Context: an optimization exercise on an open-source flow, tuned for small area, a short achievable clock period and few clock cycles. The choices shown serve that exercise and are no tape-out recipe. In this exercise RTL edits were held to simulation tests only and were not proved equivalent to the original. Power is estimated from default activity; no workload was simulated.

== run 1 ==
Design VCU, start of the top module:
module VCU#(
    parameter NoOfElem = 4,
    parameter wordSize = 32,
    parameter memDepthC = 32,
    localparam memDepth = memDepthC - 2,
    localparam insSpace = 8  
)
(
    input clk,
    input RESET,
    input memWRTDone,
    input [wordSize - 1:0] BRAMdataIn,  
    output logic [wordSize-1: 0] BRAMDataOut,  
    output logic [memDepth-1+2:0]BRAMaddrByte,
    output logic [3:0]BRAMWREN,
    output logic BRAMENMEM,
    output logic done
);
Size: ~3700 cells after synthesis, roughly 1100 flip-flops, about 110 I/O pins.
clock: 10.0 ns
lec_check: 0
cap_margin: 20
core_margin: 2
core_utilization: 40
place_density: 0.6
setup_slack_margin: 5
slew_margin: 20
run.sh (not shown) runs the stock make flow with config.mk's settings and CLKGATE_MAP_FILE= SYNTH_SCRIPT=/design/flow/synth_recipe.tcl, a recipe that flattens the netlist after the stock synthesis.
Testbench counts of run 1, summed over its fixed seeds: cycles 43,236.
The following lists how run 2 was set up differently from run 1:
- a deleted SETUP_SLACK_MARGIN that had been 5
==> flow/flow/run.sh (new file) <==
#!/bin/bash
set -euo pipefail
bash standard.sh SETUP_SLACK_MARGIN=7.2 finish > standard_flow.log 2>&1
==> flow/standard.sh (new file) <==
#!/bin/bash
# synth_recipe.tcl (not shown) runs the flow's synth.tcl, then flattens the netlist and writes it again
# the make line also repeats each setting of config.mk as NAME=value (left out here)
make -C /OpenROAD-flow-scripts/flow DESIGN_CONFIG=/design/flow/config.mk WORK_HOME=/design/flow/orfs CLKGATE_MAP_FILE= SYNTH_SCRIPT=/design/flow/synth_recipe.tcl "${@:-finish}"
removed: flow/run.sh
## What came out
- Of the two values seen for worst setup path endpoint, accA[31] was produced by run 1 and accA[14] by run 2.
- Min share of total power consumed by net switching across run 2 and run 1: run 1
- Diff run 2 and run 1: share of cell area taken by flip-flops and latches lower in run 2
- Sequential group share of total power: run 2 and run 1 compared, lower one is run 2
- Run 2 vs. run 1: count of buffer and inverter cells on the critical path went up by 2.
- Summary of the comparison: number of clock-tree buffers in the layout is lower in run 2, relative to run 1.
- Run 2 vs run 1, worst-path cell with the longest stage delay: fa_1 vs dfrtp_1
- Between run 1 and run 2, wire length reported by the detailed router increased.
Inputs modified between run 2 and run 3:
==> flow/flow/run.sh <==
#!/bin/bash
set -euo pipefail
bash standard.sh SETUP_SLACK_MARGIN=6.5 finish > standard_flow.log 2>&1
Notes after the runs:
The lower share of the core filled with cells of run 3 and run 2 is in run 3.
[compare] base=run 2 new=run 3: sequential share of layout area has increased; count of clock-buffer cells in the layout has increased.
Compared with run 2, run 3 shows a lower minimum period implied by the final worst setup slack.
Of run 3 and run 2, the lower layout overhead on the synthesized area belongs to run 3.
[run 3] met2 global-route usage fell 1.8 points relative to run 2
Changes in run 4 relative to run 3:
==> flow/run.sh (new file) <==
#!/bin/bash
# synth_recipe.tcl (not shown) runs the flow's synth.tcl, then flattens the netlist and writes it again
# the make line also repeats each setting of config.mk as NAME=value (left out here)
make -C /OpenROAD-flow-scripts/flow DESIGN_CONFIG=/design/flow/config.mk WORK_HOME=/design/flow/orfs CLKGATE_MAP_FILE= SYNTH_SCRIPT=/design/flow/synth_recipe.tcl finish
removed: flow/flow/run.sh
removed: flow/standard.sh
Findings:
- Looking at the reports, run 4 completed the entire flow and the layout it produced met the timing, design-rule and antenna checks.
- In run 4 relative to run 3, placed wire-length estimate had gone up by a few percent.
- In the final design statistics, run 4 uses fewer standard cells in total than run 3.
- Non-clock buffer count ended up 59 lower on run 4 than on run 3.

Another version of the RTL of VCU (not shown whole).
For scale: ~3600 cells after synthesis, ~1100 flip-flops, roughly 110 I/O pins.
Settings: LEC_CHECK=0, CAP_MARGIN=20, CORE_MARGIN=2, CORE_UTILIZATION=60, PLACE_DENSITY=0.72, SLEW_MARGIN=20; clock period 10.0 ns.
standard.sh (not shown) runs the stock make flow with config.mk's settings and CLKGATE_MAP_FILE= SYNTH_SCRIPT=/design/flow/synth_recipe.tcl, a recipe that flattens the netlist after the stock synthesis.
==> flow/flow/run.sh <==
#!/bin/bash
set -euo pipefail
bash standard.sh SETUP_SLACK_MARGIN=6.5 \
  "CTS_ARGS=-sink_clustering_enable -repair_clock_nets -dont_use_dummy_load -sink_clustering_size 30 -sink_clustering_max_diameter 80" \
  finish > standard_flow.log 2>&1
Testbench counts at the start, summed over its fixed seeds: cycles 42,677.
Change:
Settings changed: CORE_UTILIZATION 60 to 40, PLACE_DENSITY 0.72 to 0.6.
Result:
- The new run produced a clean layout
- non-clock buffer count is unchanged
- combinational power shrinks by about 4%
- sequential power shrinks by about 0.7%
- final area grows by 0.94%
- fmax grows by 3.6%

[re-timing with driven ports]
No port has a modelled driver above. Below, the same layouts with a new extraction and two added sets of constraints.
Step 1, drivers: a clkbuf_16 drives clk and a buf_2 each remaining input, both assumed.
Step 2 also shifts input and output timing later by t, the mid clock arrival at the registers, as if the neighbouring blocks saw the same clock.
Slacks: ideal ports / drivers / drivers and shift; pairs: ideal ports / drivers.
run | shift t [ns] | setup WS [ns] | hold WS [ns] | worst setup path at the end | worst register clock-pin slew, ns
run 1 | 0.750 | 5.318 / 5.318 / 5.318 | 0.312 / 0.312 / 0.312 | register to register | 0.07 / 0.07
run 2 | 0.741 | 6.255 / 6.255 / 6.255 | 0.310 / 0.310 / 0.310 | register to register | 0.07 / 0.07
run 3 | 0.752 | 6.309 / 6.309 / 6.309 | 0.305 / 0.305 / 0.305 | register to register | 0.07 / 0.07
run 4 | 0.748 | 4.925 / 4.925 / 4.925 | 0.313 / 0.313 / 0.313 | register to register | 0.07 / 0.07
the first run of note 2 | 0.666 | 6.346 / 6.346 / 6.346 | 0.254 / 0.254 / 0.254 | register to register | 0.11 / 0.11
the second run of note 2 | 0.691 | 6.474 / 6.472 / 6.474 | 0.282 / 0.282 / 0.282 | register to register | 0.11 / 0.11
After both steps every run listed still meets setup and hold.
